This design comes from an exercise in tuning for a short achievable clock period and few clock cycles on the open sky130 flow, not from production work. In this exercise RTL edits were held to simulation tests only and were not proved equivalent to the original. No activity file was given, so power comes from the tool's default toggle rates.

==> run a <==
==> flow/design.v <==
module ks_add32(a, b, cin, s, cout);
input  [31:0] a, b;
input         cin;
output [31:0] s;
output        cout;
wire [31:0] p = a ^ b;
wire [31:0] g0 = a & b;
wire [31:0] g1, p1, g2, p2, g3, p3, g4, p4, g5, p5;
wire [31:0] gi = {g0[31:1], g0[0] | (p[0] & cin)};
genvar k;
generate
  for (k = 0; k < 32; k = k + 1) begin : lv
    if (k >= 1) begin
      assign g1[k] = gi[k] | (p[k] & gi[k-1]);
      assign p1[k] = p[k] & p[k-1];
    end else begin
      assign g1[k] = gi[k];
      assign p1[k] = p[k];
    end
    if (k >= 2) begin
      assign g2[k] = g1[k] | (p1[k] & g1[k-2]);
      assign p2[k] = p1[k] & p1[k-2];
    end else begin
      assign g2[k] = g1[k];
      assign p2[k] = p1[k];
    end
    if (k >= 4) begin
      assign g3[k] = g2[k] | (p2[k] & g2[k-4]);
      assign p3[k] = p2[k] & p2[k-4];
    end else begin
      assign g3[k] = g2[k];
      assign p3[k] = p2[k];
    end
    if (k >= 8) begin
      assign g4[k] = g3[k] | (p3[k] & g3[k-8]);
      assign p4[k] = p3[k] & p3[k-8];
    end else begin
      assign g4[k] = g3[k];
      assign p4[k] = p3[k];
    end
    if (k >= 16) begin
      assign g5[k] = g4[k] | (p4[k] & g4[k-16]);
      assign p5[k] = p4[k] & p4[k-16];
    end else begin
      assign g5[k] = g4[k];
      assign p5[k] = p4[k];
    end
  end
endgenerate
assign s = p ^ {g5[30:0], cin};
assign cout = g5[31];
endmodule
module kustar(clock, clear, mem_addr, mem_wdata, mem_rdata, mem_read, mem_write);
input clock, clear;
output [31:0] mem_addr, mem_wdata;
input [31:0] mem_rdata;
output mem_read, mem_write;
reg [31:0] addr_q;       
reg        mcyc;         
reg        wr_q, rd_q;
reg [31:0] wd_q;
reg [29:0] npc;          
reg        m_lw;         
reg [4:0]  m_rt;
reg        xv;
reg [29:0] ipc;
reg        x_r, x_lw, x_sw, x_beq, x_and, x_or, x_slt, x_sub;
reg [4:0]  x_rs, x_rt, x_rd;
reg [31:0] x_imm;
reg [29:0] x_bt;
reg [31:0] a_q, b_q;
reg [31:0] bx_q;         
reg        cin_q, x_add;
reg [31:0] rf [1:31];
reg        w_en;
reg [4:0]  w_tag;
reg [31:0] w_q;
wire [31:0] ins = mem_rdata;
wire [5:0]  f_op = ins[31:26];
wire [4:0]  f_rs = ins[25:21];
wire [4:0]  f_rt = ins[20:16];
wire [4:0]  f_rd = ins[15:11];
wire [5:0]  f_fn = ins[5:0];
wire [29:0] fpc  = addr_q[31:2];
wire [29:0] fpc1 = fpc + 30'd1;
wire [31:0] f_bt_s;
wire        f_bt_c;
ks_add32 btadd({2'b00, fpc}, {2'b00, {14{ins[15]}}, ins[15:0]}, 1'b1, f_bt_s, f_bt_c);
wire [29:0] f_bt = f_bt_s[29:0];
wire [29:0] f_jt = {fpc1[29:26], ins[25:0]};
wire        f_isr  = (f_op == 6'd0);
wire        f_islw = (f_op == 6'd35);
wire        f_issw = (f_op == 6'd43);
wire        f_isbeq = (f_op == 6'd4);
wire        f_isj  = (f_op == 6'd2);
wire        f_beqt = f_isbeq && (f_rs == f_rt);
wire [29:0] f_next = f_isj ? f_jt : (f_beqt ? f_bt : fpc1);
wire        xact = xv && !mcyc;
wire        x_mem = x_lw | x_sw;
wire [31:0] sum;
wire        cout;
ks_add32 adder(a_q, bx_q, cin_q, sum, cout);
wire        ltu  = ~cout;
wire [31:0] res  = ({32{x_and}} & (a_q & b_q)) | ({32{x_or}} & (a_q | b_q)) |
                   ({32{x_add}} & sum) | {31'd0, x_slt & ltu};
wire        eq   = (a_q == b_q);
wire        go_m = xact && x_mem;
wire        taken = xact && x_beq && eq;
wire        we_x = xact && x_r && (x_rd != 5'd0);
wire        we_m = mcyc && m_lw && (m_rt != 5'd0);
wire        we   = we_x || we_m;
wire [4:0]  wa   = mcyc ? m_rt : x_rd;
wire [31:0] wdat = mcyc ? mem_rdata : res;
wire        ld_ir = !mcyc;            
wire [4:0]  o_rs  = ld_ir ? f_rs : x_rs;
wire [4:0]  o_rt  = ld_ir ? f_rt : x_rt;
wire [31:0] rf_a  = (f_rs == 5'd0) ? 32'd0 : (w_en && w_tag == f_rs) ? w_q : rf[f_rs];
wire [31:0] rf_b  = (f_rt == 5'd0) ? 32'd0 : (w_en && w_tag == f_rt) ? w_q : rf[f_rt];
wire [31:0] base_a = ld_ir ? rf_a : a_q;
wire [31:0] base_b = ld_ir ? rf_b : b_q;
wire [31:0] n_a = (we && wa == o_rs) ? wdat : base_a;
wire [31:0] n_b = (we && wa == o_rt) ? wdat : base_b;
wire        f_and = f_isr && (f_fn == 6'b100100);
wire        f_or  = f_isr && (f_fn == 6'b100101);
wire        f_slt = f_isr && (f_fn == 6'b101010);
wire        f_sub = f_isr && ((f_fn == 6'b100010) || (f_fn == 6'b101010));
wire        o_mem = ld_ir ? (f_islw | f_issw) : x_mem;
wire        o_sub = ld_ir ? f_sub : x_sub;
wire [31:0] o_imm = ld_ir ? {{16{ins[15]}}, ins[15:0]} : x_imm;
wire [31:0] n_bx  = o_mem ? o_imm : (o_sub ? ~n_b : n_b);
wire        smc   = mcyc && wr_q && xv && (addr_q[31:2] == ipc);
integer i;
always @(posedge clock or posedge clear)
begin
  if (clear) begin
    addr_q <= 0; mcyc <= 0; wr_q <= 0; rd_q <= 1; wd_q <= 0; npc <= 0;
    m_lw <= 0; m_rt <= 0;
    xv <= 0; ipc <= 0; x_r <= 0; x_lw <= 0; x_sw <= 0; x_beq <= 0;
    x_and <= 0; x_or <= 0; x_slt <= 0; x_sub <= 0;
    x_rs <= 0; x_rt <= 0; x_rd <= 0; x_imm <= 0; x_bt <= 0;
    a_q <= 0; b_q <= 0; bx_q <= 0; cin_q <= 0; x_add <= 0;
    for (i = 1; i < 32; i = i + 1) rf[i] <= 0;
    w_en <= 0; w_tag <= 0; w_q <= 0;
  end else begin
    if (w_en) rf[w_tag] <= w_q;
    w_en <= we;
    w_tag <= wa;
    w_q <= wdat;
    a_q <= n_a;
    b_q <= n_b;
    bx_q <= n_bx;
    cin_q <= o_sub && !o_mem;
    if (mcyc) begin
      mcyc <= 0;
      wr_q <= 0;
      rd_q <= 1;
      if (smc) begin
        addr_q <= {ipc, 2'b00};
        xv <= 0;
      end else
        addr_q <= {npc, 2'b00};
    end else begin
      xv <= !taken;
      ipc <= fpc;
      x_r <= f_isr;
      x_lw <= f_islw;
      x_sw <= f_issw;
      x_beq <= f_isbeq && !f_beqt;
      x_and <= f_and;
      x_or  <= f_or;
      x_slt <= f_slt;
      x_sub <= f_sub;
      x_add <= !(f_and || f_or || f_slt);
      x_rs <= f_rs;
      x_rt <= f_rt;
      x_rd <= f_rd;
      x_imm <= {{16{ins[15]}}, ins[15:0]};
      x_bt <= f_bt;
      if (go_m) begin
        mcyc <= 1;
        addr_q <= sum;
        npc <= f_next;
        wr_q <= x_sw;
        rd_q <= !x_sw;
        wd_q <= b_q;
        m_lw <= x_lw;
        m_rt <= x_rt;
      end else if (taken) begin
        addr_q <= {x_bt, 2'b00};
      end else begin
        addr_q <= {f_next, 2'b00};
      end
    end
  end
end
assign mem_addr  = addr_q;
assign mem_wdata = wd_q;
assign mem_write = wr_q;
assign mem_read  = rd_q;
endmodule
==> flow/run.sh <==
#!/bin/bash
# synth_recipe.tcl (not shown) runs the flow's synth.tcl, then flattens the netlist and writes it again
# the make line also repeats each setting of config.mk as NAME=value (left out here)
make -C /OpenROAD-flow-scripts/flow DESIGN_CONFIG=/design/flow/config.mk WORK_HOME=/design/flow/orfs CLKGATE_MAP_FILE= SYNTH_SCRIPT=/design/flow/synth_recipe.tcl finish
==> flow/config.mk <==
export PLATFORM = sky130hd
export DESIGN_NAME = kustar
export DESIGN_NICKNAME = kustar
export VERILOG_FILES = /design/flow/design.v
export SDC_FILE = /design/flow/constraint.sdc
export NUM_CORES = 4
export LEC_CHECK = 0
export CAP_MARGIN = 20
export CORE_MARGIN = 2
export CORE_UTILIZATION = 45
export SETUP_SLACK_MARGIN = 2.2
export SLEW_MARGIN = 20
==> flow/constraint.sdc <==
create_clock -name core_clock -period 5.0 [get_ports {clock}]
set_input_delay 1.0000 -clock core_clock [delete_from_list [all_inputs] [get_ports {clock}]]
set_output_delay 1.0000 -clock core_clock [all_outputs]
set_load 0.01 [all_outputs]
==> run b (differences from run a) <==
--- a/flow/design.v
+++ b/flow/design.v
@@ -52,2 +52,48 @@
 endmodule
+module pfx_add32(g, p, cin, s, cout);
+input  [31:0] g, p;
+input         cin;
+output [31:0] s;
+output        cout;
+wire [31:0] g1, p1, g2, p2, g3, p3, g4, p4, g5;
+genvar k;
+generate
+  for (k = 0; k < 32; k = k + 1) begin : lv
+    if (k >= 1) begin
+      assign g1[k] = g[k] | (p[k] & g[k-1]);
+      assign p1[k] = p[k] & p[k-1];
+    end else begin
+      assign g1[k] = g[k];
+      assign p1[k] = p[k];
+    end
+    if (k >= 2) begin
+      assign g2[k] = g1[k] | (p1[k] & g1[k-2]);
+      assign p2[k] = p1[k] & p1[k-2];
+    end else begin
+      assign g2[k] = g1[k];
+      assign p2[k] = p1[k];
+    end
+    if (k >= 4) begin
+      assign g3[k] = g2[k] | (p2[k] & g2[k-4]);
+      assign p3[k] = p2[k] & p2[k-4];
+    end else begin
+      assign g3[k] = g2[k];
+      assign p3[k] = p2[k];
+    end
+    if (k >= 8) begin
+      assign g4[k] = g3[k] | (p3[k] & g3[k-8]);
+      assign p4[k] = p3[k] & p3[k-8];
+    end else begin
+      assign g4[k] = g3[k];
+      assign p4[k] = p3[k];
+    end
+    if (k >= 16)
+      assign g5[k] = g4[k] | (p4[k] & g4[k-16]);
+    else
+      assign g5[k] = g4[k];
+  end
+endgenerate
+assign s = p ^ {g5[30:0], cin};
+assign cout = g5[31];
+endmodule
 module kustar(clock, clear, mem_addr, mem_wdata, mem_rdata, mem_read, mem_write);
@@ -57,3 +103,4 @@
 output mem_read, mem_write;
-reg [31:0] addr_q;       
+reg [29:0] pc_q;         
+reg [31:0] ea_q;         
 reg        mcyc;         
@@ -61,3 +108,2 @@
 reg [31:0] wd_q;
-reg [29:0] npc;          
 reg        m_lw;         
@@ -76,3 +122,5 @@
 reg [4:0]  w_tag;
-reg [31:0] w_q;
+reg [31:0] w_q;          
+reg [31:0] l_q;          
+reg        w_isl;        
 wire [31:0] ins = mem_rdata;
@@ -83,3 +131,3 @@
 wire [5:0]  f_fn = ins[5:0];
-wire [29:0] fpc  = addr_q[31:2];
+wire [29:0] fpc  = pc_q;
 wire [29:0] fpc1 = fpc + 30'd1;
@@ -87,4 +135,8 @@
 wire        f_bt_c;
-ks_add32 btadd({2'b00, fpc}, {2'b00, {14{ins[15]}}, ins[15:0]}, 1'b1, f_bt_s, f_bt_c);
-wire [29:0] f_bt = f_bt_s[29:0];
+ks_add32 btadd({16'd0, fpc[15:0]}, {16'd0, ins[15:0]}, 1'b1, f_bt_s, f_bt_c);
+wire [13:0] fhi_p = fpc[29:16] + 14'd1;
+wire [13:0] fhi_m = fpc[29:16] - 14'd1;
+wire [13:0] f_bt_hi = (f_bt_s[16] && !ins[15]) ? fhi_p :
+                      (!f_bt_s[16] && ins[15]) ? fhi_m : fpc[29:16];
+wire [29:0] f_bt = {f_bt_hi, f_bt_s[15:0]};
 wire [29:0] f_jt = {fpc1[29:26], ins[25:0]};
@@ -101,3 +153,5 @@
 wire        cout;
-ks_add32 adder(a_q, bx_q, cin_q, sum, cout);
+wire [31:0] p_x = a_q ^ bx_q;
+wire [31:0] g_x = {a_q[31:1] & bx_q[31:1], (a_q[0] & bx_q[0]) | (p_x[0] & cin_q)};
+pfx_add32 adder(g_x, p_x, cin_q, sum, cout);
 wire        ltu  = ~cout;
@@ -112,3 +166,3 @@
 wire [4:0]  wa   = mcyc ? m_rt : x_rd;
-wire [31:0] wdat = mcyc ? mem_rdata : res;
+wire [31:0] wv   = w_isl ? l_q : w_q;    
 wire        ld_ir = !mcyc;            
@@ -116,8 +170,11 @@
 wire [4:0]  o_rt  = ld_ir ? f_rt : x_rt;
-wire [31:0] rf_a  = (f_rs == 5'd0) ? 32'd0 : (w_en && w_tag == f_rs) ? w_q : rf[f_rs];
-wire [31:0] rf_b  = (f_rt == 5'd0) ? 32'd0 : (w_en && w_tag == f_rt) ? w_q : rf[f_rt];
-wire [31:0] base_a = ld_ir ? rf_a : a_q;
-wire [31:0] base_b = ld_ir ? rf_b : b_q;
-wire [31:0] n_a = (we && wa == o_rs) ? wdat : base_a;
-wire [31:0] n_b = (we && wa == o_rt) ? wdat : base_b;
+wire [31:0] rf_a  = (f_rs == 5'd0) ? 32'd0 : (w_en && w_tag == f_rs) ? wv : rf[f_rs];
+wire [31:0] rf_b  = (f_rt == 5'd0) ? 32'd0 : (w_en && w_tag == f_rt) ? wv : rf[f_rt];
+wire        f_users = f_isr | f_islw | f_issw | (f_isbeq & !f_beqt);
+wire        f_usert = f_isr | f_issw | (f_isbeq & !f_beqt);
+wire        haz_new = we_x && ((f_users && x_rd == f_rs) || (f_usert && x_rd == f_rt));
+wire [31:0] held_a = (w_en && w_tag == x_rs) ? wv : a_q;
+wire [31:0] held_b = (w_en && w_tag == x_rt) ? wv : b_q;
+wire [31:0] n_a = ld_ir ? rf_a : (we_m && m_rt == x_rs) ? mem_rdata : held_a;
+wire [31:0] n_b = ld_ir ? rf_b : (we_m && m_rt == x_rt) ? mem_rdata : held_b;
 wire        f_and = f_isr && (f_fn == 6'b100100);
@@ -130,3 +187,4 @@
 wire [31:0] n_bx  = o_mem ? o_imm : (o_sub ? ~n_b : n_b);
-wire        smc   = mcyc && wr_q && xv && (addr_q[31:2] == ipc);
+wire        n_cin = o_sub && !o_mem;
+wire        smc   = mcyc && wr_q && xv && (ea_q[31:2] == ipc);
 integer i;
@@ -135,19 +193,11 @@
   if (clear) begin
-    addr_q <= 0; mcyc <= 0; wr_q <= 0; rd_q <= 1; wd_q <= 0; npc <= 0;
-    m_lw <= 0; m_rt <= 0;
-    xv <= 0; ipc <= 0; x_r <= 0; x_lw <= 0; x_sw <= 0; x_beq <= 0;
-    x_and <= 0; x_or <= 0; x_slt <= 0; x_sub <= 0;
-    x_rs <= 0; x_rt <= 0; x_rd <= 0; x_imm <= 0; x_bt <= 0;
-    a_q <= 0; b_q <= 0; bx_q <= 0; cin_q <= 0; x_add <= 0;
+    pc_q <= 0; mcyc <= 0; wr_q <= 0; rd_q <= 1;
+    m_lw <= 0;
+    xv <= 0; x_r <= 0; x_lw <= 0; x_sw <= 0; x_beq <= 0;
+    x_and <= 0; x_or <= 0; x_slt <= 0; x_sub <= 0; x_add <= 0;
     for (i = 1; i < 32; i = i + 1) rf[i] <= 0;
-    w_en <= 0; w_tag <= 0; w_q <= 0;
+    w_en <= 0;
   end else begin
-    if (w_en) rf[w_tag] <= w_q;
+    if (w_en) rf[w_tag] <= wv;
     w_en <= we;
-    w_tag <= wa;
-    w_q <= wdat;
-    a_q <= n_a;
-    b_q <= n_b;
-    bx_q <= n_bx;
-    cin_q <= o_sub && !o_mem;
     if (mcyc) begin
@@ -157,9 +207,7 @@
       if (smc) begin
-        addr_q <= {ipc, 2'b00};
+        pc_q <= ipc;
         xv <= 0;
-      end else
-        addr_q <= {npc, 2'b00};
+      end
     end else begin
       xv <= !taken;
-      ipc <= fpc;
       x_r <= f_isr;
@@ -173,20 +221,18 @@
       x_add <= !(f_and || f_or || f_slt);
-      x_rs <= f_rs;
-      x_rt <= f_rt;
-      x_rd <= f_rd;
-      x_imm <= {{16{ins[15]}}, ins[15:0]};
-      x_bt <= f_bt;
-      if (go_m) begin
+      if (haz_new) begin
         mcyc <= 1;
-        addr_q <= sum;
-        npc <= f_next;
+        pc_q <= f_next;
+        wr_q <= 0;
+        rd_q <= 1;
+        m_lw <= 0;
+      end else if (go_m) begin
+        mcyc <= 1;
+        pc_q <= f_next;
         wr_q <= x_sw;
         rd_q <= !x_sw;
-        wd_q <= b_q;
         m_lw <= x_lw;
-        m_rt <= x_rt;
       end else if (taken) begin
-        addr_q <= {x_bt, 2'b00};
+        pc_q <= x_bt;
       end else begin
-        addr_q <= {f_next, 2'b00};
+        pc_q <= f_next;
       end
@@ -195,3 +241,27 @@
 end
-assign mem_addr  = addr_q;
+always @(posedge clock)
+begin
+  w_tag <= wa;
+  w_q <= res;
+  ea_q <= sum;
+  l_q <= mem_rdata;
+  w_isl <= mcyc;
+  a_q <= n_a;
+  b_q <= n_b;
+  bx_q <= n_bx;
+  cin_q <= n_cin;
+  if (!mcyc) begin
+    ipc <= fpc;
+    x_rs <= f_rs;
+    x_rt <= f_rt;
+    x_rd <= f_rd;
+    x_imm <= {{16{ins[15]}}, ins[15:0]};
+    x_bt <= f_bt;
+    if (!haz_new && go_m) begin
+      wd_q <= b_q;
+      m_rt <= x_rt;
+    end
+  end
+end
+assign mem_addr  = mcyc ? ea_q : {pc_q, 2'b00};
 assign mem_wdata = wd_q;
--- a/flow/config.mk
+++ b/flow/config.mk
@@ -10,3 +10,3 @@
 export CORE_UTILIZATION = 45
-export SETUP_SLACK_MARGIN = 2.2
+export SETUP_SLACK_MARGIN = 2.5
 export SLEW_MARGIN = 20
==> summary of the runs <==
Between run a and run b, the lower die area is in run b (gap 5.5%, measured against run b).
Against run a, the wire length of run b is larger by 4.2%.
In clock power, run a and run b hardly differ.
Between run b and run a, the lower sequential power is in run a (gap about 10%, measured against run a).
Of run a and run b, run a has the higher clock skew (gap 0.0041 ns).
Between run b and run a, the lower maximum frequency is in run a (gap about 3.7%, measured against run a).
Between run a and run b, the lower critical path depth is in run b (gap 8).
Sequential cell count: run a is lower than run b (33).
==> figures <==
| quantity | run a | run b |
|---|---|---|
| Status | finished clean | finished clean |
| Final core area utilization | 58.3% | 62.5% |
| Net Sw Power | 8.99 mW | 9.95 mW |
| Relative contribution of the clock network to total power | 40.4% | 37.7% |
| Launch instance of the worst min-delay path | x_rt[0] | mem_rdata[31] |
| Sequential cell count | 1347 | 1380 |
| Final-layout non-clock buffer area share | 11.7% | 15.7% |
| Synthesized net count | 6712 | 7421 |
| Count of antenna diodes in the layout | 17 | 10 |
| Drt total wl | 384000 um | 400000 um |
| Tapcells inserted | 2058 | 1930 |
| Crit path capture | bx_q[29] | mem_addr[9] |
| Pre-CTS setup slack | -0.391 ns | -0.0844 ns |
| Flip-flop and latch count after synthesis | 1347 | 1380 |
| Number of standard cells in the final layout excluding fillers | 9383 | 10100 |
| Critical R2R Capture | bx_q[29] | w_q[20] |
| Cell count of the worst hold path | 2 | 1 |
| Synth unique cells | 100 | 80 |
Testbench counts of run a, summed over its fixed seeds: cycles 30,712.
Testbench counts of run b, summed over its fixed seeds: cycles 31,117.

-- afterwards: timing with drivers on the ports --
The flow's constraints put no driver on any port. The routed layouts listed below were extracted and timed again, unchanged, in two steps. Step 1 assumes that a clkbuf_16 drives the clock port and a buf_2 every other input. Step 2 also shifts input and output timing later by t, the mid clock arrival at the registers, as if the neighbouring blocks saw the same clock. Three values: no drivers, after step 1, after step 2; two values: the first two.
| run | t (ns) | setup WS [ns] | hold slack, ns | worst setup path after step 2 | latest minus earliest clock arrival (ns) |
|---|---|---|---|---|---|
| run a | 0.899 | 1.596 / 1.596 / 0.792 | 0.468 / 0.468 / 0.468 | input to register | 0.038 / 0.038 |
| run b | 0.919 | 1.718 / 1.635 / 0.944 | 0.330 / 0.363 / 0.451 | input to register | 0.035 / 0.035 |
After both steps setup and hold are still met in every run listed. For run a, which loses most, drivers alone change the setup slack by 0.000 ns; drivers and shift together by -0.804 ns.
